Source: an optimization exercise on an open RTL-to-GDS flow (aim: small area and a short achievable clock period). Production flows keep margins and buffers that such runs may drop. The RTL was checked by simulation tests, not by an equivalence proof against the original design. No activity file was given, so power comes from the tool's default toggle rates.

==> flow/design.v <==
module buffer
(
	input clk,
	input rst,
	input [31:0] in,
	output [31:0] out
);
	reg [6:0] row1_r;
	reg [2:0] slot1_r;
	reg [1:0] wr_r;
	reg oen_r, ozero_r;
	reg [0:0] osel_r;
	reg [1:0] wr_d;
	reg oen_d, ozero_d;
	reg [0:0] osel_d;
	reg [31:0] ring [0:255];
	reg [31:0] buffer_out;
	assign out = buffer_out;
	always @(*) begin
		case ({row1_r, slot1_r})
			{7'd0, 3'd0}, {7'd0, 3'd1}, {7'd0, 3'd2}, {7'd0, 3'd3}, {7'd0, 3'd4}: {wr_d, oen_d, ozero_d, osel_d} = {2'b00, 1'b1, 1'b0, 1'd1};
			{7'd0, 3'd5}, {7'd1, 3'd5}, {7'd2, 3'd5}, {7'd3, 3'd5}, {7'd4, 3'd5}, {7'd5, 3'd5}, {7'd6, 3'd5}, {7'd7, 3'd5}, {7'd8, 3'd5}, {7'd9, 3'd5}, {7'd10, 3'd5}, {7'd11, 3'd5}, {7'd12, 3'd5}, {7'd13, 3'd5}, {7'd14, 3'd5}, {7'd15, 3'd5}, {7'd16, 3'd5}, {7'd17, 3'd5}, {7'd18, 3'd5}, {7'd19, 3'd5}, {7'd20, 3'd5}, {7'd21, 3'd5}, {7'd22, 3'd5}, {7'd23, 3'd5}, {7'd24, 3'd5}, {7'd25, 3'd5}, {7'd26, 3'd5}, {7'd27, 3'd5}, {7'd28, 3'd5}, {7'd29, 3'd5}, {7'd30, 3'd5}, {7'd31, 3'd5}, {7'd32, 3'd5}, {7'd33, 3'd5}, {7'd34, 3'd5}, {7'd35, 3'd5}, {7'd36, 3'd5}, {7'd37, 3'd5}, {7'd38, 3'd5}, {7'd39, 3'd5}, {7'd40, 3'd5}, {7'd41, 3'd5}, {7'd42, 3'd5}, {7'd43, 3'd5}, {7'd44, 3'd5}, {7'd45, 3'd5}, {7'd46, 3'd5}, {7'd47, 3'd5}, {7'd48, 3'd5}: {wr_d, oen_d, ozero_d, osel_d} = {2'b00, 1'b1, 1'b1, 1'd0};
			{7'd1, 3'd0}, {7'd1, 3'd2}, {7'd1, 3'd3}, {7'd1, 3'd4}, {7'd2, 3'd0}, {7'd2, 3'd2}, {7'd2, 3'd3}, {7'd2, 3'd4}, {7'd3, 3'd0}, {7'd3, 3'd2}, {7'd3, 3'd3}, {7'd3, 3'd4}, {7'd4, 3'd0}, {7'd4, 3'd2}, {7'd4, 3'd3}, {7'd4, 3'd4}, {7'd5, 3'd0}, {7'd5, 3'd2}, {7'd5, 3'd3}, {7'd5, 3'd4}, {7'd6, 3'd0}, {7'd20, 3'd4}, {7'd21, 3'd4}, {7'd22, 3'd4}, {7'd23, 3'd4}, {7'd24, 3'd4}, {7'd25, 3'd4}, {7'd26, 3'd3}, {7'd26, 3'd4}, {7'd27, 3'd3}, {7'd27, 3'd4}, {7'd28, 3'd3}, {7'd28, 3'd4}, {7'd29, 3'd3}, {7'd29, 3'd4}, {7'd30, 3'd3}, {7'd30, 3'd4}, {7'd31, 3'd3}, {7'd31, 3'd4}, {7'd32, 3'd2}, {7'd32, 3'd3}, {7'd32, 3'd4}, {7'd33, 3'd2}, {7'd33, 3'd3}, {7'd33, 3'd4}, {7'd34, 3'd2}, {7'd34, 3'd3}, {7'd34, 3'd4}, {7'd35, 3'd2}, {7'd35, 3'd3}, {7'd35, 3'd4}, {7'd36, 3'd2}, {7'd36, 3'd3}, {7'd36, 3'd4}, {7'd37, 3'd2}, {7'd37, 3'd3}, {7'd38, 3'd1}, {7'd38, 3'd2}, {7'd38, 3'd3}, {7'd39, 3'd1}, {7'd39, 3'd2}, {7'd39, 3'd3}, {7'd40, 3'd1}, {7'd40, 3'd2}, {7'd40, 3'd3}, {7'd41, 3'd1}, {7'd41, 3'd2}, {7'd41, 3'd3}, {7'd42, 3'd1}, {7'd42, 3'd2}, {7'd42, 3'd3}: {wr_d, oen_d, ozero_d, osel_d} = {2'b10, 1'b1, 1'b0, 1'd1};
			{7'd1, 3'd1}, {7'd6, 3'd2}, {7'd6, 3'd3}, {7'd6, 3'd4}, {7'd7, 3'd0}, {7'd14, 3'd4}, {7'd20, 3'd3}, {7'd26, 3'd2}, {7'd32, 3'd1}, {7'd37, 3'd4}, {7'd38, 3'd0}, {7'd43, 3'd1}, {7'd43, 3'd2}, {7'd43, 3'd3}: {wr_d, oen_d, ozero_d, osel_d} = {2'b10, 1'b1, 1'b0, 1'd0};
			{7'd2, 3'd1}, {7'd3, 3'd1}, {7'd4, 3'd1}, {7'd5, 3'd1}, {7'd6, 3'd1}, {7'd7, 3'd1}, {7'd7, 3'd2}, {7'd7, 3'd3}, {7'd7, 3'd4}, {7'd8, 3'd0}, {7'd8, 3'd1}, {7'd8, 3'd2}, {7'd8, 3'd3}, {7'd8, 3'd4}, {7'd9, 3'd0}, {7'd9, 3'd1}, {7'd9, 3'd2}, {7'd9, 3'd3}, {7'd9, 3'd4}, {7'd10, 3'd0}, {7'd10, 3'd1}, {7'd10, 3'd2}, {7'd10, 3'd3}, {7'd10, 3'd4}, {7'd11, 3'd0}, {7'd11, 3'd1}, {7'd11, 3'd2}, {7'd11, 3'd3}, {7'd11, 3'd4}, {7'd12, 3'd0}, {7'd12, 3'd1}, {7'd12, 3'd2}, {7'd12, 3'd3}, {7'd12, 3'd4}, {7'd13, 3'd0}, {7'd13, 3'd1}, {7'd13, 3'd2}, {7'd13, 3'd3}, {7'd14, 3'd0}, {7'd14, 3'd1}, {7'd14, 3'd2}, {7'd14, 3'd3}, {7'd15, 3'd0}, {7'd15, 3'd1}, {7'd15, 3'd2}, {7'd15, 3'd3}, {7'd15, 3'd4}, {7'd16, 3'd0}, {7'd16, 3'd1}, {7'd16, 3'd2}, {7'd16, 3'd3}, {7'd16, 3'd4}, {7'd17, 3'd0}, {7'd17, 3'd1}, {7'd17, 3'd2}, {7'd17, 3'd3}, {7'd17, 3'd4}, {7'd18, 3'd0}, {7'd18, 3'd1}, {7'd18, 3'd2}, {7'd18, 3'd3}, {7'd18, 3'd4}, {7'd19, 3'd0}, {7'd19, 3'd1}, {7'd19, 3'd2}, {7'd20, 3'd0}, {7'd20, 3'd1}, {7'd20, 3'd2}, {7'd21, 3'd0}, {7'd21, 3'd1}, {7'd21, 3'd2}, {7'd21, 3'd3}, {7'd22, 3'd0}, {7'd22, 3'd1}, {7'd22, 3'd2}, {7'd22, 3'd3}, {7'd23, 3'd0}, {7'd23, 3'd1}, {7'd23, 3'd2}, {7'd23, 3'd3}, {7'd24, 3'd0}, {7'd24, 3'd1}, {7'd24, 3'd2}, {7'd24, 3'd3}, {7'd25, 3'd0}, {7'd25, 3'd1}, {7'd26, 3'd0}, {7'd26, 3'd1}, {7'd27, 3'd0}, {7'd27, 3'd1}, {7'd27, 3'd2}, {7'd28, 3'd0}, {7'd28, 3'd1}, {7'd28, 3'd2}, {7'd29, 3'd0}, {7'd29, 3'd1}, {7'd29, 3'd2}, {7'd30, 3'd0}, {7'd30, 3'd1}, {7'd30, 3'd2}, {7'd31, 3'd0}, {7'd32, 3'd0}, {7'd33, 3'd0}, {7'd33, 3'd1}, {7'd34, 3'd0}, {7'd34, 3'd1}, {7'd35, 3'd0}, {7'd35, 3'd1}, {7'd36, 3'd0}, {7'd36, 3'd1}, {7'd38, 3'd4}, {7'd39, 3'd0}, {7'd39, 3'd4}, {7'd40, 3'd0}, {7'd40, 3'd4}, {7'd41, 3'd0}, {7'd41, 3'd4}, {7'd42, 3'd0}, {7'd42, 3'd4}, {7'd43, 3'd0}, {7'd43, 3'd4}, {7'd44, 3'd0}, {7'd44, 3'd1}, {7'd44, 3'd2}, {7'd44, 3'd3}, {7'd44, 3'd4}, {7'd45, 3'd0}, {7'd45, 3'd1}, {7'd45, 3'd2}, {7'd45, 3'd3}, {7'd45, 3'd4}, {7'd46, 3'd0}, {7'd46, 3'd1}, {7'd46, 3'd2}, {7'd46, 3'd3}, {7'd46, 3'd4}, {7'd47, 3'd0}, {7'd47, 3'd1}, {7'd47, 3'd2}, {7'd47, 3'd3}, {7'd47, 3'd4}, {7'd48, 3'd0}, {7'd48, 3'd1}, {7'd48, 3'd2}, {7'd48, 3'd3}, {7'd48, 3'd4}: {wr_d, oen_d, ozero_d, osel_d} = {2'b01, 1'b1, 1'b0, 1'd0};
			{7'd13, 3'd4}, {7'd19, 3'd3}, {7'd19, 3'd4}, {7'd25, 3'd2}, {7'd25, 3'd3}, {7'd31, 3'd1}, {7'd31, 3'd2}, {7'd37, 3'd0}, {7'd37, 3'd1}: {wr_d, oen_d, ozero_d, osel_d} = {2'b01, 1'b1, 1'b0, 1'd1};
			{7'd49, 3'd0}, {7'd49, 3'd1}, {7'd49, 3'd2}, {7'd49, 3'd3}, {7'd49, 3'd4}: {wr_d, oen_d, ozero_d, osel_d} = {2'b01, 1'b0, 1'b0, 1'd0};
			{7'd49, 3'd5}, {7'd50, 3'd5}, {7'd51, 3'd5}, {7'd52, 3'd5}, {7'd53, 3'd5}, {7'd54, 3'd5}, {7'd55, 3'd5}, {7'd56, 3'd5}, {7'd57, 3'd5}, {7'd58, 3'd5}, {7'd59, 3'd5}, {7'd60, 3'd5}, {7'd61, 3'd5}, {7'd62, 3'd5}, {7'd63, 3'd5}, {7'd64, 3'd5}, {7'd65, 3'd5}, {7'd66, 3'd5}, {7'd67, 3'd5}, {7'd68, 3'd5}, {7'd69, 3'd5}, {7'd70, 3'd5}, {7'd71, 3'd5}, {7'd72, 3'd5}, {7'd73, 3'd5}, {7'd74, 3'd5}, {7'd75, 3'd5}, {7'd76, 3'd5}, {7'd77, 3'd5}, {7'd78, 3'd5}, {7'd79, 3'd5}, {7'd80, 3'd5}, {7'd81, 3'd5}, {7'd82, 3'd5}, {7'd83, 3'd5}, {7'd84, 3'd5}, {7'd85, 3'd5}, {7'd86, 3'd5}, {7'd87, 3'd5}, {7'd88, 3'd5}, {7'd89, 3'd5}, {7'd90, 3'd5}, {7'd91, 3'd5}, {7'd92, 3'd5}, {7'd93, 3'd5}, {7'd94, 3'd5}, {7'd95, 3'd5}, {7'd96, 3'd5}, {7'd97, 3'd5}, {7'd98, 3'd5}, {7'd99, 3'd5}, {7'd100, 3'd5}, {7'd101, 3'd5}, {7'd102, 3'd5}, {7'd103, 3'd5}, {7'd104, 3'd5}, {7'd105, 3'd5}, {7'd106, 3'd5}, {7'd107, 3'd5}, {7'd108, 3'd5}, {7'd109, 3'd5}, {7'd110, 3'd5}, {7'd111, 3'd5}, {7'd112, 3'd5}, {7'd113, 3'd5}, {7'd114, 3'd5}, {7'd115, 3'd5}, {7'd116, 3'd5}, {7'd117, 3'd5}, {7'd118, 3'd5}, {7'd119, 3'd5}, {7'd120, 3'd5}, {7'd121, 3'd5}, {7'd122, 3'd5}, {7'd123, 3'd5}, {7'd124, 3'd5}, {7'd125, 3'd5}, {7'd126, 3'd5}, {7'd127, 3'd5}: {wr_d, oen_d, ozero_d, osel_d} = {2'b00, 1'b0, 1'b1, 1'd0};
			{7'd50, 3'd0}, {7'd50, 3'd1}, {7'd50, 3'd2}, {7'd50, 3'd3}, {7'd50, 3'd4}, {7'd51, 3'd0}, {7'd51, 3'd1}, {7'd51, 3'd2}, {7'd51, 3'd3}, {7'd51, 3'd4}, {7'd52, 3'd0}, {7'd52, 3'd1}, {7'd52, 3'd2}, {7'd52, 3'd3}, {7'd52, 3'd4}, {7'd53, 3'd0}, {7'd53, 3'd1}, {7'd53, 3'd2}, {7'd53, 3'd3}, {7'd53, 3'd4}, {7'd54, 3'd0}, {7'd54, 3'd1}, {7'd54, 3'd2}, {7'd54, 3'd3}, {7'd54, 3'd4}, {7'd55, 3'd0}, {7'd55, 3'd1}, {7'd55, 3'd2}, {7'd55, 3'd3}, {7'd55, 3'd4}, {7'd56, 3'd0}, {7'd56, 3'd1}, {7'd56, 3'd2}, {7'd56, 3'd3}, {7'd56, 3'd4}, {7'd57, 3'd0}, {7'd57, 3'd1}, {7'd57, 3'd2}, {7'd57, 3'd3}, {7'd57, 3'd4}, {7'd58, 3'd0}, {7'd58, 3'd1}, {7'd58, 3'd2}, {7'd58, 3'd3}, {7'd58, 3'd4}, {7'd59, 3'd0}, {7'd59, 3'd1}, {7'd59, 3'd2}, {7'd59, 3'd3}, {7'd59, 3'd4}, {7'd60, 3'd0}, {7'd60, 3'd1}, {7'd60, 3'd2}, {7'd60, 3'd3}, {7'd60, 3'd4}, {7'd61, 3'd0}, {7'd61, 3'd1}, {7'd61, 3'd2}, {7'd61, 3'd3}, {7'd61, 3'd4}, {7'd62, 3'd0}, {7'd62, 3'd1}, {7'd62, 3'd2}, {7'd62, 3'd3}, {7'd62, 3'd4}, {7'd63, 3'd0}, {7'd63, 3'd1}, {7'd63, 3'd2}, {7'd63, 3'd3}, {7'd63, 3'd4}, {7'd64, 3'd0}, {7'd64, 3'd1}, {7'd64, 3'd2}, {7'd64, 3'd3}, {7'd64, 3'd4}, {7'd65, 3'd0}, {7'd65, 3'd1}, {7'd65, 3'd2}, {7'd65, 3'd3}, {7'd65, 3'd4}, {7'd66, 3'd0}, {7'd66, 3'd1}, {7'd66, 3'd2}, {7'd66, 3'd3}, {7'd66, 3'd4}, {7'd67, 3'd0}, {7'd67, 3'd1}, {7'd67, 3'd2}, {7'd67, 3'd3}, {7'd67, 3'd4}, {7'd68, 3'd0}, {7'd68, 3'd1}, {7'd68, 3'd2}, {7'd68, 3'd3}, {7'd68, 3'd4}, {7'd69, 3'd0}, {7'd69, 3'd1}, {7'd69, 3'd2}, {7'd69, 3'd3}, {7'd69, 3'd4}, {7'd70, 3'd0}, {7'd70, 3'd1}, {7'd70, 3'd2}, {7'd70, 3'd3}, {7'd70, 3'd4}, {7'd71, 3'd0}, {7'd71, 3'd1}, {7'd71, 3'd2}, {7'd71, 3'd3}, {7'd71, 3'd4}, {7'd72, 3'd0}, {7'd72, 3'd1}, {7'd72, 3'd2}, {7'd72, 3'd3}, {7'd72, 3'd4}, {7'd73, 3'd0}, {7'd73, 3'd1}, {7'd73, 3'd2}, {7'd73, 3'd3}, {7'd73, 3'd4}, {7'd74, 3'd0}, {7'd74, 3'd1}, {7'd74, 3'd2}, {7'd74, 3'd3}, {7'd74, 3'd4}, {7'd75, 3'd0}, {7'd75, 3'd1}, {7'd75, 3'd2}, {7'd75, 3'd3}, {7'd75, 3'd4}, {7'd76, 3'd0}, {7'd76, 3'd1}, {7'd76, 3'd2}, {7'd76, 3'd3}, {7'd76, 3'd4}, {7'd77, 3'd0}, {7'd77, 3'd1}, {7'd77, 3'd2}, {7'd77, 3'd3}, {7'd77, 3'd4}, {7'd78, 3'd0}, {7'd78, 3'd1}, {7'd78, 3'd2}, {7'd78, 3'd3}, {7'd78, 3'd4}, {7'd79, 3'd0}, {7'd79, 3'd1}, {7'd79, 3'd2}, {7'd79, 3'd3}, {7'd79, 3'd4}, {7'd80, 3'd0}, {7'd80, 3'd1}, {7'd80, 3'd2}, {7'd80, 3'd3}, {7'd80, 3'd4}, {7'd81, 3'd0}, {7'd81, 3'd1}, {7'd81, 3'd2}, {7'd81, 3'd3}, {7'd81, 3'd4}, {7'd82, 3'd0}, {7'd82, 3'd1}, {7'd82, 3'd2}, {7'd82, 3'd3}, {7'd82, 3'd4}, {7'd83, 3'd0}, {7'd83, 3'd1}, {7'd83, 3'd2}, {7'd83, 3'd3}, {7'd83, 3'd4}, {7'd84, 3'd0}, {7'd84, 3'd1}, {7'd84, 3'd2}, {7'd84, 3'd3}, {7'd84, 3'd4}, {7'd85, 3'd0}, {7'd85, 3'd1}, {7'd85, 3'd2}, {7'd85, 3'd3}, {7'd85, 3'd4}, {7'd86, 3'd0}, {7'd86, 3'd1}, {7'd86, 3'd2}, {7'd86, 3'd3}, {7'd86, 3'd4}, {7'd87, 3'd0}, {7'd87, 3'd1}, {7'd87, 3'd2}, {7'd87, 3'd3}, {7'd87, 3'd4}, {7'd88, 3'd0}, {7'd88, 3'd1}, {7'd88, 3'd2}, {7'd88, 3'd3}, {7'd88, 3'd4}, {7'd89, 3'd0}, {7'd89, 3'd1}, {7'd89, 3'd2}, {7'd89, 3'd3}, {7'd89, 3'd4}, {7'd90, 3'd0}, {7'd90, 3'd1}, {7'd90, 3'd2}, {7'd90, 3'd3}, {7'd90, 3'd4}, {7'd91, 3'd0}, {7'd91, 3'd1}, {7'd91, 3'd2}, {7'd91, 3'd3}, {7'd91, 3'd4}, {7'd92, 3'd0}, {7'd92, 3'd1}, {7'd92, 3'd2}, {7'd92, 3'd3}, {7'd92, 3'd4}, {7'd93, 3'd0}, {7'd93, 3'd1}, {7'd93, 3'd2}, {7'd93, 3'd3}, {7'd93, 3'd4}, {7'd94, 3'd0}, {7'd94, 3'd1}, {7'd94, 3'd2}, {7'd94, 3'd3}, {7'd94, 3'd4}, {7'd95, 3'd0}, {7'd95, 3'd1}, {7'd95, 3'd2}, {7'd95, 3'd3}, {7'd95, 3'd4}, {7'd96, 3'd0}, {7'd96, 3'd1}, {7'd96, 3'd2}, {7'd96, 3'd3}, {7'd96, 3'd4}, {7'd97, 3'd0}, {7'd97, 3'd1}, {7'd97, 3'd2}, {7'd97, 3'd3}, {7'd97, 3'd4}, {7'd98, 3'd0}, {7'd98, 3'd1}, {7'd98, 3'd2}, {7'd98, 3'd3}, {7'd98, 3'd4}, {7'd99, 3'd0}, {7'd99, 3'd1}, {7'd99, 3'd2}, {7'd99, 3'd3}, {7'd99, 3'd4}, {7'd100, 3'd0}, {7'd100, 3'd1}, {7'd100, 3'd2}, {7'd100, 3'd3}, {7'd100, 3'd4}, {7'd101, 3'd0}, {7'd101, 3'd1}, {7'd101, 3'd2}, {7'd101, 3'd3}, {7'd101, 3'd4}, {7'd102, 3'd0}, {7'd102, 3'd1}, {7'd102, 3'd2}, {7'd102, 3'd3}, {7'd102, 3'd4}, {7'd103, 3'd0}, {7'd103, 3'd1}, {7'd103, 3'd2}, {7'd103, 3'd3}, {7'd103, 3'd4}, {7'd104, 3'd0}, {7'd104, 3'd1}, {7'd104, 3'd2}, {7'd104, 3'd3}, {7'd104, 3'd4}, {7'd105, 3'd0}, {7'd105, 3'd1}, {7'd105, 3'd2}, {7'd105, 3'd3}, {7'd105, 3'd4}, {7'd106, 3'd0}, {7'd106, 3'd1}, {7'd106, 3'd2}, {7'd106, 3'd3}, {7'd106, 3'd4}, {7'd107, 3'd0}, {7'd107, 3'd1}, {7'd107, 3'd2}, {7'd107, 3'd3}, {7'd107, 3'd4}, {7'd108, 3'd0}, {7'd108, 3'd1}, {7'd108, 3'd2}, {7'd108, 3'd3}, {7'd108, 3'd4}, {7'd109, 3'd0}, {7'd109, 3'd1}, {7'd109, 3'd2}, {7'd109, 3'd3}, {7'd109, 3'd4}, {7'd110, 3'd0}, {7'd110, 3'd1}, {7'd110, 3'd2}, {7'd110, 3'd3}, {7'd110, 3'd4}, {7'd111, 3'd0}, {7'd111, 3'd1}, {7'd111, 3'd2}, {7'd111, 3'd3}, {7'd111, 3'd4}, {7'd112, 3'd0}, {7'd112, 3'd1}, {7'd112, 3'd2}, {7'd112, 3'd3}, {7'd112, 3'd4}, {7'd113, 3'd0}, {7'd113, 3'd1}, {7'd113, 3'd2}, {7'd113, 3'd3}, {7'd113, 3'd4}, {7'd114, 3'd0}, {7'd114, 3'd1}, {7'd114, 3'd2}, {7'd114, 3'd3}, {7'd114, 3'd4}, {7'd115, 3'd0}, {7'd115, 3'd1}, {7'd115, 3'd2}, {7'd115, 3'd3}, {7'd115, 3'd4}, {7'd116, 3'd0}, {7'd116, 3'd1}, {7'd116, 3'd2}, {7'd116, 3'd3}, {7'd116, 3'd4}, {7'd117, 3'd0}, {7'd117, 3'd1}, {7'd117, 3'd2}, {7'd117, 3'd3}, {7'd117, 3'd4}, {7'd118, 3'd0}, {7'd118, 3'd1}, {7'd118, 3'd2}, {7'd118, 3'd3}, {7'd118, 3'd4}, {7'd119, 3'd0}, {7'd119, 3'd1}, {7'd119, 3'd2}, {7'd119, 3'd3}, {7'd119, 3'd4}, {7'd120, 3'd0}, {7'd120, 3'd1}, {7'd120, 3'd2}, {7'd120, 3'd3}, {7'd120, 3'd4}, {7'd121, 3'd0}, {7'd121, 3'd1}, {7'd121, 3'd2}, {7'd121, 3'd3}, {7'd121, 3'd4}, {7'd122, 3'd0}, {7'd122, 3'd1}, {7'd122, 3'd2}, {7'd122, 3'd3}, {7'd122, 3'd4}, {7'd123, 3'd0}, {7'd123, 3'd1}, {7'd123, 3'd2}, {7'd123, 3'd3}, {7'd123, 3'd4}, {7'd124, 3'd0}, {7'd124, 3'd1}, {7'd124, 3'd2}, {7'd124, 3'd3}, {7'd124, 3'd4}, {7'd125, 3'd0}, {7'd125, 3'd1}, {7'd125, 3'd2}, {7'd125, 3'd3}, {7'd125, 3'd4}, {7'd126, 3'd0}, {7'd126, 3'd1}, {7'd126, 3'd2}, {7'd126, 3'd3}, {7'd126, 3'd4}, {7'd127, 3'd0}, {7'd127, 3'd1}, {7'd127, 3'd2}, {7'd127, 3'd3}, {7'd127, 3'd4}: {wr_d, oen_d, ozero_d, osel_d} = {2'b00, 1'b0, 1'b0, 1'd0};
			default: {wr_d, oen_d, ozero_d, osel_d} = 5'b0;
		endcase
	end
	always @(posedge clk) begin
		if (rst) begin
			row1_r <= 7'd0;
			slot1_r <= 3'd1;
			wr_r <= 2'b00;
			oen_r <= 1'b1;
			ozero_r <= 1'b0;
			osel_r <= 1'd1;
		end else begin
			row1_r <= slot1_r == 3'd5 ? row1_r + 7'd1 : row1_r;
			slot1_r <= slot1_r == 3'd5 ? 3'd0 : slot1_r + 3'd1;
			wr_r <= wr_d;
			oen_r <= oen_d;
			ozero_r <= ozero_d;
			osel_r <= osel_d;
		end
	end
	integer j;
	always @(posedge clk) begin
		for (j = 1; j < 256; j = j + 1)
			ring[j] <= ring[j-1];
		ring[0] <= ring[255];
		if (wr_r[0]) ring[0] <= in;
		if (wr_r[1]) ring[35] <= in;
	end
	reg [31:0] tap;
	always @(*) begin
		case (osel_r)
			1'd0: tap = ring[249];
			1'd1: tap = ring[28];
			default: tap = 32'b0;
		endcase
	end
	always @(posedge clk) begin
		if (oen_r)
			buffer_out <= ozero_r ? 32'b0 : tap;
	end
endmodule
==> flow/run.sh <==
#!/bin/bash
# synth_recipe.tcl (not shown) runs the flow's synth.tcl, then flattens the netlist and writes it again
# the make line also repeats each setting of config.mk as NAME=value (left out here)
make -C /OpenROAD-flow-scripts/flow DESIGN_CONFIG=/design/flow/config.mk WORK_HOME=/design/flow/orfs CLKGATE_MAP_FILE= SYNTH_SCRIPT=/design/flow/synth_recipe.tcl finish
==> flow/config.mk <==
export PLATFORM = sky130hd
export DESIGN_NAME = buffer
export DESIGN_NICKNAME = buffer
export VERILOG_FILES = /design/flow/design.v
export SDC_FILE = /design/flow/constraint.sdc
export NUM_CORES = 4
export LEC_CHECK = 0
export CAP_MARGIN = 40
export CORE_MARGIN = 2
export CORE_UTILIZATION = 30
export PLACE_DENSITY = 0.35
export SLEW_MARGIN = 20
export SYNTH_MEMORY_MAX_BITS = 16384
==> flow/constraint.sdc <==
create_clock -name core_clock -period 8.0 [get_ports {clk}]
set_input_delay 1.6000 -clock core_clock [delete_from_list [all_inputs] [get_ports {clk}]]
set_output_delay 1.6000 -clock core_clock [all_outputs]
set_load 0.01 [all_outputs]
==> summary.txt, run 1 <==
SYNTHESIS
-------------------------------------------------------------------------------------
Most area-consuming cells after synthesis .............................. sky130_fd_sc_hd__dfxtp_1, sky130_fd_sc_hd__edfxtp_1, sky130_fd_sc_hd__mux2_2, sky130_fd_sc_hd__mux2i_1, sky130_fd_sc_hd__nor2_1
Async S/R FF share, synth ..............................................           0%
Number of warnings reported in the yosys synthesis log .................            2
Synth cell types .......................................................           50
Count of flip-flops with a built-in enable after synthesis .............           32
Synthesized Nets .......................................................         8572
Sequential-to-total area share from yosys stat .........................        98.7%
Most common flop cell mapped by yosys .................................. sky130_fd_sc_hd__dfxtp_1
Yosys top cell area share ..............................................        98.1%
Cell area after synthesis ..............................................   0.167 mm^2
Largest area contributor in the synthesized netlist .................... sky130_fd_sc_hd__dfxtp_1
Number of storage elements in the synthesis netlist ....................         8239
Syn_area_per_cell ......................................................    19.6 um^2
Instance count of the mapped netlist ...................................         8532

CLOCKING
-------------------------------------------------------------------------------------
Number of buffers inserted for hold repair after clock tree synthesis ..            0
Clock insertion delay at the later pin of the skew report ..............      1040 ps
Clock-pin slew of the registers on the worst-case setup and hold paths .        60 ps
Post-cts resize count ..................................................            0
Largest buffer count on any clock path .................................            4
Root buffer cell ....................................................... sky130_fd_sc_hd__clkbuf_16
Count of buffers added by post-CTS timing repair for setup .............            0
CTS H-Tree Depth .......................................................            6
CTS buffer count .......................................................          804
TritonCTS clock tree ...................................................          yes
TritonCTS sink count ...................................................         8239

FLOORPLANNING
-------------------------------------------------------------------------------------
DIE AREA ...............................................................   0.564 mm^2
Ports placed on the boundary ...........................................           66
Die outline width ......................................................       751 um
Starting utilization of the core area ..................................        30.1%
Number of placement rows ...............................................          274
Y dimension of the die .................................................       751 um
Core area ..............................................................   0.556 mm^2

TIMING
-------------------------------------------------------------------------------------
Final setup violation count ............................................            0
Worst-margin pin slew ..................................................       919 ps
RSZ-0062 raised after global routing ...................................        false
Setup TNS Final ........................................................         0 ps
Number of hold violations in the final report ..........................            0
Post-layout min period .................................................      3560 ps
Final number of max-transition violations ..............................            0
Slew HR ................................................................        38.6%
Min Hold Slack .........................................................       282 ps
Worst clock skew .......................................................      44.7 ps
Peak Freq ..............................................................      281 MHz
Final worst path period share ..........................................        44.5%

PWR
-------------------------------------------------------------------------------------
Sw Pwr .................................................................     15300 uW
Worst vdd rail ir drop .................................................   0.000204 V
Clock network power share ..............................................        47.7%
Cell leakage power .....................................................    0.0814 uW
Internal Pwr Total .....................................................     64000 uW
Comb pwr share .........................................................         0.2%
Power density cells ....................................................  387 mW/mm^2
Switching power as a share of total power ..............................        19.3%
Reg power frac .........................................................        52.2%

STATUS
-------------------------------------------------------------------------------------
Run status ............................................................. finished clean

GRT
-------------------------------------------------------------------------------------
Number of antenna violations at the first check in global routing ......           12
Grt ovf ................................................................            0
All-layer global routing usage .........................................        6.84%
Number of global-route vias before repair ..............................        60600
First-pass GRT wire length .............................................    321000 um
Maximum number of pins on one net before global-route repair ...........           33

DRT
-------------------------------------------------------------------------------------
Routed wire length .....................................................    193000 um
DRC marker count from the first detailed-route iteration ...............         2299
Drc violations .........................................................            0
Number of iterations in the first detailed-routing pass ................           22
Number of nets with antenna violations after detailed routing ..........            0
Number of vias after detailed routing ..................................        57400
Via/cell ratio .........................................................         3.28
Routed length per instance .............................................      11.0 um

CRITICAL PATH
-------------------------------------------------------------------------------------
Cell family with the largest share of critical-path delay .............. buffers and inverters
Arrival @ worst endpoint ...............................................      1960 ps
Peak fanout along the critical path ....................................            1
Slowest stage cell, crit path .......................................... sky130_fd_sc_hd__clkdlybuf4s50_1
Critical path cell sequence ............................................ clkdlybuf4s50_1
Buffering stage count on the worst path with inverters included ........            1
Type of the worst setup path ........................................... flop to output pin
Stage delay of the slowest cell on the critical path ...................       550 ps
Data required time of the worst path ...................................      6400 ps
Setup crit start kind ..................................................         flop
Crit end category ......................................................   output pin

PLACED DESIGN
-------------------------------------------------------------------------------------
Count of input and output buffers ......................................           65
Detailed-placement wirelength estimate .................................     82500 um
Final estimated routing congestion in global placement .................        0.690

JOB
-------------------------------------------------------------------------------------
Total of max-cap violations ............................................            0

LAYOUT
-------------------------------------------------------------------------------------
Core utilization of the finished layout ................................        36.8%
Area growth syn-to-layout ..............................................        22.4%
Area taken by multi-input logic gates .................................. 0.00202 mm^2
Register Area ..........................................................   0.165 mm^2
Net count reported at finish ...........................................         9421
Share of final-layout standard cells stronger than drive strength 1 ....        13.8%
Filler cells ...........................................................        51000

WORST HOLD PATH
-------------------------------------------------------------------------------------
Worst hold path type ................................................... flop to flop

[cell type report]
| cell class | count | share of cell area [%] |
|---|---|---|
| antenna | 9 | 0.0110 |
| tap | 7452 | 4.55 |
| clock buffer | 1184 | 11.6 |
| clock inverter | 295 | 1.83 |
| timing repair buffer | 71 | 0.353 |
| multi-input combinational | 257 | 0.984 |
| sequential | 8239 | 80.6 |
| inverter | 8 | 0.0147 |
[power groups by stage]
stage                     logic [uW]  registers, uW  clock network [uW]
final                            119          41400               37800
after global routing             126          41400               41100
after global placement          98.1          42300                   0
after floorplan                 62.5          42200                   0
after detailed placement         108          42300                   0
after CTS                        109          41400               39500
[stage by stage]
stage          std cells  instance area (um^2)  power, uW  setup slack, ps
2_1_floorplan       8532                167000      42300             5600
3_3_place_gp       16000                177000      42400             4530
4_1_cts            17500                205000      81000             4250
5_1_grt            17500                205000      82600             4270
6_report           17500                205000      79300             4440
3_5_place_dp       16000                177000      42400             4460
[synth_stat cells (6+ instances only)]
master / count
sky130_fd_sc_hd__dfxtp_1: 8207
sky130_fd_sc_hd__mux2_2: 57
sky130_fd_sc_hd__nor2_1: 51
sky130_fd_sc_hd__mux2i_1: 33
sky130_fd_sc_hd__edfxtp_1: 32
sky130_fd_sc_hd__nand2_1: 14
sky130_fd_sc_hd__a21oi_1: 11
sky130_fd_sc_hd__buf_2: 10
sky130_fd_sc_hd__clkbuf_1: 9
sky130_fd_sc_hd__mux2_1: 9
sky130_fd_sc_hd__inv_1: 7
sky130_fd_sc_hd__buf_1: 6
sky130_fd_sc_hd__ha_1: 6
[flip-flops by register name (all words and copies together), names as in the netlist]
register / flops
slot1_r: 3
osel_r: 1
buffer_out: 32
wr_r: 2
ozero_r: 1
oen_r: 1
ring: 8192
row1_r: 7
[routing by layer]
layer / up-vias / global-route usage [%] / share of wire (%)
met5: - / 0 / 0
li1: 28400 / - / -
met2: 1224 / 8.87 / 37
met1: 26900 / 9.74 / 51
met3: 829 / 2.47 / 7.0
met4: 0 / 3.74 / 5.1
[worst paths after layout]
| check | cells past startpoint | slack (ps) | to | startpoint |
|---|---|---|---|---|
| max | 1 | 4440 | out[14] | buffer_out[14] |
| min | 0 | 280 | ring[194][20] | ring[193][20] |
| max reg2reg | 7 | 5350 | wr_r[1] | slot1_r[1] |
| min reg2reg | 0 | 280 | ring[194][20] | ring[193][20] |
[cell families (layout without fill, tap and decap cells)]
group | after synthesis | after routing | share of synthesized area, %
compound gates | 51 | 51 | 0.223
xor+xnor | 5 | 5 | 0.0262
fa+ha+maj | 6 | 6 | 0.0448
buf+inv | 36 | 1558 | 0.0994
flops | 8239 | 8239 | 98.7
mux | 99 | 99 | 0.641
other cells | 0 | 9 | 0
simple gates | 96 | 96 | 0.270
[placed cells by master, fill, tap and decap left out, drive strengths merged, types with 2 or more instances in the layout]
master         instances
o22ai                  4
a21oi                 11
edfxtp                32
a211oi                 2
o32ai                  2
nor2b                  3
clkinvlp              20
a211o                  2
nor4                   2
inv                   34
or3                    4
nand3                  3
diode                  9
o2111ai                3
a221oi                 3
a31o                   3
or2                    3
mux2i                 33
xnor2                  5
a31oi                  4
dfxtp               8207
nand4                  2
ha                     6
nand2                 14
o21ai                  3
nor2                  51
bufinv                63
nand3b                 3
nor3b                  2
clkdlybuf4s50         65
clkinv               186
clkbuf              1184
buf                    6
a21o                   2
mux2                  66
and2                   4
a22o                   2
o211ai                 4
nor3                   4
[worst register-to-register path, delay by kind of cell, from the launching register on]
family | cells | cell delay, ps
and+or+nand+nor | 2 | 690
buffers and inverters | 1 | 180
adders and majority gates | 1 | 330
DFF | 1 | 590
AOI/OAI and AO/OA | 3 | 730
==> run 2, diff against run 1 <==
--- a/flow/config.mk
+++ b/flow/config.mk
@@ -7,7 +7,7 @@
 export LEC_CHECK = 0
 export CAP_MARGIN = 40
 export CORE_MARGIN = 2
-export CORE_UTILIZATION = 30
-export PLACE_DENSITY = 0.35
+export CORE_UTILIZATION = 55
+export PLACE_DENSITY = 0.65
 export SLEW_MARGIN = 20
 export SYNTH_MEMORY_MAX_BITS = 16384
==> run 2 against run 1 <==
  * Critical path type unchanged
  * Count of clock-buffer cells in the layout decreased by 154
  * Setup slack gained 81 ps
  * Area after synthesis stayed put
  * Via count fell by 3.2%
  * Critical path depth did not move
  * Worst hold slack lost 5.0 ps
  * Highest routed layer unchanged
  * First-iteration DRC count rose by 0.91%
==> summary.txt, run 2 <==
CLOCKING
-------------------------------------------------------------------------------------
Number of buffers inserted for hold repair after clock tree synthesis ..            0   unchanged
Post-cts resize count ..................................................            0   unchanged
Root buffer cell ....................................................... sky130_fd_sc_hd__clkbuf_16
TritonCTS sink count ...................................................         8239   unchanged
Clock-pin slew of the registers on the worst-case setup and hold paths .        60 ps   about the same
CTS buffer count .......................................................          702   -13%
CTS H-Tree Depth .......................................................            6   unchanged
TritonCTS clock tree ...................................................          yes
Largest buffer count on any clock path .................................            4   unchanged
Clock insertion delay at the later pin of the skew report ..............      1010 ps   -30 ps
Count of buffers added by post-CTS timing repair for setup .............            0   unchanged

PLACED DESIGN
-------------------------------------------------------------------------------------
Final estimated routing congestion in global placement .................        0.731   +6.0%
Detailed-placement wirelength estimate .................................     82600 um   about the same
Count of input and output buffers ......................................           65   unchanged
Placement-stage cell area ..............................................   0.173 mm^2   -2.4%
Worst slack, placed ....................................................      4630 ps   +169 ps

TIMING
-------------------------------------------------------------------------------------
Number of hold violations in the final report ..........................            0   unchanged
Setup TNS Final ........................................................         0 ps   unchanged
Final setup violation count ............................................            0   unchanged
Peak Freq ..............................................................      287 MHz   +2.3%
Final number of max-transition violations ..............................            0   unchanged
Slew HR ................................................................        45.9%   +7.3 points
RSZ-0062 raised after global routing ...................................        false
Final worst path period share ..........................................        43.5%   -1.0 points
Worst-margin pin slew ..................................................       811 ps   -109 ps
Post-layout min period .................................................      3480 ps   -80.8 ps
Setup slack after layout ...............................................      4520 ps   +80.8 ps
Worst clock skew .......................................................      49.0 ps   +4.33 ps

LAYOUT
-------------------------------------------------------------------------------------
Most used cells in the layout excluding fill and tap cells ............. sky130_fd_sc_hd__dfxtp_1, sky130_fd_sc_hd__clkbuf_16, sky130_fd_sc_hd__clkbuf_8
Max FFs per register ...................................................         8192   unchanged
Net count reported at finish ...........................................         9321   -1.1%
Largest registers ...................................................... ring x8192, buffer_out x32, row1_r x7
Filler cells ...........................................................        20200   -60%
Area growth syn-to-layout ..............................................        17.8%
Share of final-layout standard cells stronger than drive strength 1 ....        12.3%   -1.5 points
Final design instance area without fill ................................   0.197 mm^2   -3.7%
Most frequent standard cell in the layout excluding fill and tap cells . sky130_fd_sc_hd__dfxtp_1
Top register by number of flip-flops ...................................         ring
Register Area ..........................................................   0.165 mm^2   about the same
Area taken by multi-input logic gates .................................. 0.00202 mm^2   unchanged

CRITICAL PATH
-------------------------------------------------------------------------------------
Worst-case reg-to-reg path depth .......................................            7   unchanged
CP Depth ...............................................................            1   unchanged
Arrival @ worst endpoint ...............................................      1880 ps   -80 ps
Setup crit start kind ..................................................         flop
Type of the worst setup path ........................................... flop to output pin
Slowest stage cell, crit path .......................................... sky130_fd_sc_hd__clkdlybuf4s50_1
Critical path cell sequence ............................................ clkdlybuf4s50_1
Crit end category ......................................................   output pin
Buffering stage count on the worst path with inverters included ........            1   unchanged
Peak fanout along the critical path ....................................            1   unchanged
Cell family with the largest share of critical-path delay .............. buffers and inverters
Data required time of the worst path ...................................      6400 ps   about the same
Stage delay of the slowest cell on the critical path ...................       540 ps   about the same

GRT
-------------------------------------------------------------------------------------
Number of global-route vias before repair ..............................        58000   -4.3%
Maximum number of pins on one net before global-route repair ...........           28   -15%
First-pass GRT wire length .............................................    298000 um   -7.2%
Grt ovf ................................................................            0   unchanged
All-layer global routing usage .........................................        11.7%   +4.8 points
Number of antenna violations at the first check in global routing ......            8   -4

PWR
-------------------------------------------------------------------------------------
Worst vdd rail ir drop .................................................   0.000300 V   +47%
Power density cells ....................................................  383 mW/mm^2   -1.1%
Comb pwr share .........................................................         0.1%   about the same
Sw Pwr .................................................................     14200 uW   -7.0%
Switching power as a share of total power ..............................        18.8%   -0.45 points
Overall power after layout .............................................     75500 uW   -4.8%
Internal Pwr Total .....................................................     61300 uW   -4.3%
Clock network power share ..............................................        45.1%   -2.6 points
Cell leakage power .....................................................    0.0798 uW   -2.0%
Reg power frac .........................................................        54.8%   +2.6 points

SYNTHESIS
-------------------------------------------------------------------------------------
Most frequent cell after synthesis ..................................... sky130_fd_sc_hd__dfxtp_1
Count of flip-flops with a built-in enable after synthesis .............           32   unchanged
Cell area after synthesis ..............................................   0.167 mm^2   unchanged
Number of warnings reported in the yosys synthesis log .................            2   unchanged
Sequential-to-total area share from yosys stat .........................        98.7%   unchanged
Yosys top cell area share ..............................................        98.1%   unchanged
Most area-consuming cells after synthesis .............................. sky130_fd_sc_hd__dfxtp_1, sky130_fd_sc_hd__edfxtp_1, sky130_fd_sc_hd__mux2_2, sky130_fd_sc_hd__mux2i_1, sky130_fd_sc_hd__nor2_1
Synthesized Nets .......................................................         8572   unchanged
Most frequent cells after synthesis .................................... sky130_fd_sc_hd__dfxtp_1, sky130_fd_sc_hd__mux2_2, sky130_fd_sc_hd__nor2_1
Async S/R FF share, synth ..............................................           0%   unchanged
Most common flop cell mapped by yosys .................................. sky130_fd_sc_hd__dfxtp_1
Syn_area_per_cell ......................................................    19.6 um^2   unchanged
Synth cell types .......................................................           50   unchanged
Instance count of the mapped netlist ...................................         8532   unchanged
Number of storage elements in the synthesis netlist ....................         8239   unchanged
Largest area contributor in the synthesized netlist .................... sky130_fd_sc_hd__dfxtp_1

FLOORPLANNING
-------------------------------------------------------------------------------------
DIE AREA ...............................................................   0.309 mm^2   -45%
Ports placed on the boundary ...........................................           66   unchanged
Die outline width ......................................................       556 um   -26%
Y dimension of the die .................................................       556 um   -26%
Starting utilization of the core area ..................................        55.3%   +25 points
Core area ..............................................................   0.303 mm^2   -46%
Number of placement rows ...............................................          202   -26%

STATUS
-------------------------------------------------------------------------------------
Run status ............................................................. finished clean

DRT
-------------------------------------------------------------------------------------
Drc violations .........................................................            0   unchanged
Number of nets with antenna violations after detailed routing ..........            0   unchanged
Routed length per instance .............................................      12.9 um   +17%
Via/cell ratio .........................................................         4.01   +23%
Routed wire length .....................................................    178000 um   -7.5%
Number of vias after detailed routing ..................................        55500   -3.2%
DRC marker count from the first detailed-route iteration ...............         2320   +0.91%
Number of iterations in the first detailed-routing pass ................            6   -73%

WORST HOLD PATH
-------------------------------------------------------------------------------------
Worst hold path type ................................................... flop to flop
Hold Crit Depth ........................................................            0   unchanged

JOB
-------------------------------------------------------------------------------------
Total of max-cap violations ............................................            0   unchanged

==> run 2: cell counts after synthesis <==
No cell type changed its count.
==> run 2: cell type report <==
class / instances / share of cell area [%]
antenna: 8 / 0.0101
clock buffer: 1030 / 10.5
clock inverter: 243 / 1.77
inverter: 8 / 0.0152
multi-input combinational: 257 / 1.02
sequential: 8239 / 83.8
tap: 3978 / 2.52
timing repair buffer: 73 / 0.378
==> run 2: final timing paths <==
check,startpoint,to,slack [ps]
worst max-delay path,buffer_out[17],out[17],4520
worst min-delay path,ring[76][2],ring[77][2],280
worst max register to register,slot1_r[1],osel_r,5630
worst min register to register,ring[76][2],ring[77][2],280
==> run 2: cells by family after synthesis <==
logic type | Yosys count | share of synthesized area, %
xor gates and xnor gates | 5 | 0.0262
muxes | 99 | 0.641
AOI/OAI and AO/OA | 51 | 0.223
and+or+nand+nor | 96 | 0.270
buffers and inverters | 36 | 0.0994
adders and majority gates | 6 | 0.0448
DFF | 8239 | 98.7
==> run 2: power groups by stage <==
stage               Combinational [uW]  Clock [uW]  Sequential (uW)
floorplan                         62.5           0            42200
global placement                  99.3           0            42300
detailed placement                 104           0            42300
CTS                                104       35000            41400
global route                       112       36700            41400
finish                             103       34000            41400
==> run 2: metal layers <==
metal	vias to the layer above	routed length [um]	GRT usage [%]
li1	28100	-	-
met1	26100	93800	17.4
met2	876	70300	16.1
met3	478	8290	2.93
met4	0	5730	5.15
met5	-	0	0
==> run 2: stage by stage <==
step / hold slack [ps] / cells / util (%)
after floorplan: 310 / 8532 / -
after global placement: 310 / 12600 / 57.1
after detailed placement: 312 / 12600 / 57.1
after CTS: 273 / 13800 / 65.2
after global routing: 285 / 13800 / 65.2
final: 277 / 13800 / 65.2
==> run 3, diff against run 2 <==
--- a/flow/config.mk
+++ b/flow/config.mk
@@ -8,6 +8,9 @@
 export CAP_MARGIN = 40
 export CORE_MARGIN = 2
 export CORE_UTILIZATION = 55
+export CTS_CLUSTER_DIAMETER = 100
+export CTS_CLUSTER_SIZE = 30
 export PLACE_DENSITY = 0.65
+export SETUP_SLACK_MARGIN = 5
 export SLEW_MARGIN = 20
 export SYNTH_MEMORY_MAX_BITS = 16384
==> run 3 against run 2 <==
  * Total power is 21% lower
  * Largest power group unchanged
  * Cell area is 8.1% lower
  * Largest cell class unchanged
  * Area after synthesis stayed put
  * Clock skew is 8.1 ps lower
  * Via count is 5.8% lower
  * Setup slack better by 450 ps
  * Global-route usage is 0.89 points lower
  * Count of clock-buffer cells in the layout is 692 lower
  * First-iteration DRC count is 13% higher
  * Critical path type unchanged
  * Still clean on timing, DRC and antenna
  * Die area stayed put
  * Non-clock buffer count stayed put
  * Critical endpoint unchanged
==> summary.txt, run 3 <==
STATUS
-------------------------------------------------------------------------------------
Run status ............................................................. finished clean

PWR
-------------------------------------------------------------------------------------
Cell leakage power .....................................................    0.0720 uW   -9.7%
Switching power as a share of total power ..............................        18.5%   -0.34 points
Reg power frac .........................................................        69.1%   +14 points
Comb pwr share .........................................................         0.2%   about the same
Clock network power share ..............................................        30.7%   -14 points
Worst vdd rail ir drop .................................................   0.000204 V   -32%
Sw Pwr .................................................................     11100 uW   -22%
Power density cells ....................................................  330 mW/mm^2   -14%
Internal Pwr Total .....................................................     48700 uW   -20%

DRT
-------------------------------------------------------------------------------------
Number of iterations in the first detailed-routing pass ................            7   +1
Drc violations .........................................................            0   unchanged
Number of nets with antenna violations after detailed routing ..........            0   unchanged
Routed wire length .....................................................    166000 um   -6.8%
Number of vias after detailed routing ..................................        52300   -5.8%
Via/cell ratio .........................................................         4.05   +0.87%
DRC marker count from the first detailed-route iteration ...............         2626   +13%
Routed length per instance .............................................      12.9 um   -0.16%

CLOCKING
-------------------------------------------------------------------------------------
Number of buffers inserted for hold repair after clock tree synthesis ..            0   unchanged
CTS buffer count .......................................................          313   -55%
Largest buffer count on any clock path .................................            4   unchanged
TritonCTS clock tree ...................................................          yes
Clock insertion delay at the later pin of the skew report ..............       900 ps   -110 ps
TritonCTS sink count ...................................................         8239   unchanged
Clock-pin slew of the registers on the worst-case setup and hold paths .       110 ps   +50 ps
Root buffer cell ....................................................... sky130_fd_sc_hd__clkbuf_16
Count of buffers added by post-CTS timing repair for setup .............            0   unchanged
CTS H-Tree Depth .......................................................            5   -1

SYNTHESIS
-------------------------------------------------------------------------------------
Async S/R FF share, synth ..............................................           0%   unchanged
Cell area after synthesis ..............................................   0.167 mm^2   unchanged
Most frequent cells after synthesis .................................... sky130_fd_sc_hd__dfxtp_1, sky130_fd_sc_hd__mux2_2, sky130_fd_sc_hd__nor2_1
Most frequent cell after synthesis ..................................... sky130_fd_sc_hd__dfxtp_1
Synth cell types .......................................................           50   unchanged
Instance count of the mapped netlist ...................................         8532   unchanged
Syn_area_per_cell ......................................................    19.6 um^2   unchanged
Most area-consuming cells after synthesis .............................. sky130_fd_sc_hd__dfxtp_1, sky130_fd_sc_hd__edfxtp_1, sky130_fd_sc_hd__mux2_2, sky130_fd_sc_hd__mux2i_1, sky130_fd_sc_hd__nor2_1
Number of storage elements in the synthesis netlist ....................         8239   unchanged
Synthesized Nets .......................................................         8572   unchanged
Yosys top cell area share ..............................................        98.1%   unchanged
Number of warnings reported in the yosys synthesis log .................            2   unchanged
Largest area contributor in the synthesized netlist .................... sky130_fd_sc_hd__dfxtp_1
Count of flip-flops with a built-in enable after synthesis .............           32   unchanged
Sequential-to-total area share from yosys stat .........................        98.7%   unchanged
Most common flop cell mapped by yosys .................................. sky130_fd_sc_hd__dfxtp_1

CRITICAL PATH
-------------------------------------------------------------------------------------
Type of the worst setup path ........................................... flop to output pin
CP Depth ...............................................................            1   unchanged
Stage delay of the slowest cell on the critical path ...................       390 ps   -150 ps
Cell family with the largest share of critical-path delay ..............   flip-flops
Critical path cell sequence ............................................        buf_2
Buffering stage count on the worst path with inverters included ........            1   unchanged
Crit end category ......................................................   output pin
Worst-case reg-to-reg path depth .......................................            7   unchanged
Peak fanout along the critical path ....................................            1   unchanged
Setup crit start kind ..................................................         flop
Data required time of the worst path ...................................      6400 ps   about the same
Arrival @ worst endpoint ...............................................      1430 ps   -450 ps
Slowest stage cell, crit path .......................................... sky130_fd_sc_hd__edfxtp_1

TIMING
-------------------------------------------------------------------------------------
Final setup violation count ............................................            0   unchanged
Number of hold violations in the final report ..........................            0   unchanged
Final worst path period share ..........................................        37.9%   -5.6 points
Slew HR ................................................................        46.5%   +0.61 points
Worst clock skew .......................................................      40.9 ps   -8.14 ps
Post-layout min period .................................................      3030 ps   -448 ps
RSZ-0062 raised after global routing ...................................         true
Setup TNS Final ........................................................         0 ps   unchanged
Worst-margin pin slew ..................................................       802 ps   -9.13 ps
Final number of max-transition violations ..............................            0   unchanged
Peak Freq ..............................................................      330 MHz   +15%

GRT
-------------------------------------------------------------------------------------
Number of global-route vias before repair ..............................        52600   -9.3%
All-layer global routing usage .........................................        10.8%   -0.89 points
Grt ovf ................................................................            0   unchanged
Number of antenna violations at the first check in global routing ......            6   -2
Maximum number of pins on one net before global-route repair ...........           32   +14%
First-pass GRT wire length .............................................    275000 um   -7.7%

FLOORPLANNING
-------------------------------------------------------------------------------------
Core area ..............................................................   0.303 mm^2   unchanged
Number of placement rows ...............................................          202   unchanged
Ports placed on the boundary ...........................................           66   unchanged
Starting utilization of the core area ..................................        55.3%   unchanged
Y dimension of the die .................................................       556 um   unchanged
Die outline width ......................................................       556 um   unchanged
DIE AREA ...............................................................   0.309 mm^2   unchanged

LAYOUT
-------------------------------------------------------------------------------------
Final Non-Filler Cells .................................................        12900   -6.7%
Largest registers ...................................................... ring x8192, buffer_out x32, row1_r x7
Share of final-layout standard cells stronger than drive strength 1 ....        5.02%   -7.3 points
Area growth syn-to-layout ..............................................        8.28%
Top register by number of flip-flops ...................................         ring
Net count reported at finish ...........................................         8932   -4.2%
Most used cells in the layout excluding fill and tap cells ............. sky130_fd_sc_hd__dfxtp_1, sky130_fd_sc_hd__clkbuf_16, sky130_fd_sc_hd__mux2_2
Max FFs per register ...................................................         8192   unchanged
Most frequent standard cell in the layout excluding fill and tap cells . sky130_fd_sc_hd__dfxtp_1

PLACED DESIGN
-------------------------------------------------------------------------------------
Count of input and output buffers ......................................           65   unchanged
Inst Count DP ..........................................................        12600   unchanged
Detailed-placement wirelength estimate .................................     82600 um   unchanged
Final estimated routing congestion in global placement .................        0.731   unchanged

WORST HOLD PATH
-------------------------------------------------------------------------------------
Worst hold path type ................................................... flop to flop
Hold Crit Depth ........................................................            0   unchanged

JOB
-------------------------------------------------------------------------------------
Total of max-cap violations ............................................            0   unchanged

-- run 3: cell counts after synthesis --
Identical to the previous run, type by type.
-- run 3: through the flow --
stage / total power [uW] / hold WS [ps] / area (um^2) / setup WS [ps] / utilization [%]
detailed placement: 42400 / 312 / 173000 / 4630 / 57.1
CTS: 60600 / 303 / 181000 / 4840 / 59.9
floorplan: 42300 / 310 / 167000 / 5600 / -
global route: 62000 / 313 / 181000 / 4870 / 59.9
finish: 59800 / 301 / 181000 / 4970 / 59.9
global placement: 42400 / 310 / 173000 / 4500 / 57.1
-- run 3: worst paths after layout --
path	start	end	slack (ps)
min reg2reg	ring[226][26]	ring[227][26]	300
min	ring[226][26]	ring[227][26]	300
max	buffer_out[17]	out[17]	4970
max reg2reg	slot1_r[1]	osel_r	5630
-- run 3: logic make-up after synthesis --
kind of cell	Yosys count	share of synthesized area (%)
muxes	99	0.641
DFF	8239	98.7
and+or+nand+nor	96	0.270
xor gates and xnor gates	5	0.0262
AOI/OAI and AO/OA	51	0.223
adders and majority gates	6	0.0448
buffers and inverters	36	0.0994
-- run 3: area by class of cell --
| class | instances | area [um^2] |
|---|---|---|
| Sequential cell | 8239 | 165000 |
| Fill cell | 21700 | 121000 |
| Clock buffer | 338 | 8170 |
| Tap cell | 3978 | 4980 |
| Multi-Input combinational cell | 257 | 2020 |
| Timing Repair Buffer | 73 | 586 |
| Clock inverter | 15 | 245 |
| Inverter | 8 | 30.0 |
| Antenna cell | 7 | 17.5 |
-- run 3: power by group through the flow --
| stage | Clock, uW | Sequential [uW] | Combinational (uW) |
|---|---|---|---|
| final | 18400 | 41300 | 99.3 |
| after global routing | 20500 | 41400 | 108 |
| after CTS | 19100 | 41400 | 100 |
| after detailed placement | 0 | 42300 | 104 |
| after global placement | 0 | 42300 | 99.3 |
| after floorplan | 0 | 42200 | 62.5 |
-- run 3: per-layer routing --
| layer | share of wire [%] | routed length [um] | GRT usage (%) |
|---|---|---|---|
| met3 | 3.5 | 5840 | 1.97 |
| met1 | 55 | 91600 | 17.0 |
| met4 | 3.3 | 5560 | 4.01 |
| met2 | 38 | 63100 | 14.8 |
| met5 | 0 | 0 | 0 |
-- run 3: repair_timing --
item | CTS | global route
cloned | 0 | 0
resized for setup | 128 | 0
setup endpoints to repair | 32 | 32

==> port drivers added, routing unchanged <==
How much do the figures lean on ideal ports? The routed layouts below were timed once more, with nothing changed but the port constraints. Step 1, drivers: a clkbuf_16 drives clk and a buf_2 each remaining input, both assumed. Step 2, shift: input delay + t, output delay - t, t = (earliest + latest rising clock arrival at the registers) / 2. This alone moves slack from input paths to output paths. Three values: ideal ports, drivers, drivers and shift; two values: the first two.
| run | t, ns | slack for setup (ns) | worst hold slack (ns) | cell pins on the clock port's net |
|---|---|---|---|---|
| run 1 | 1.137 | 4.440 / 4.335 / 4.086 | 0.282 / 0.282 / 0.282 | 1 |
| run 2 | 1.073 | 4.521 / 4.426 / 4.559 | 0.277 / 0.277 / 0.277 | 1 |
| run 3 | 0.972 | 4.969 / 4.878 / 4.539 | 0.301 / 0.301 / 0.301 | 1 |
After both steps every run listed still meets setup and hold. For run 3, which loses most, drivers alone change the setup slack by -0.091 ns; drivers and shift together by -0.430 ns.
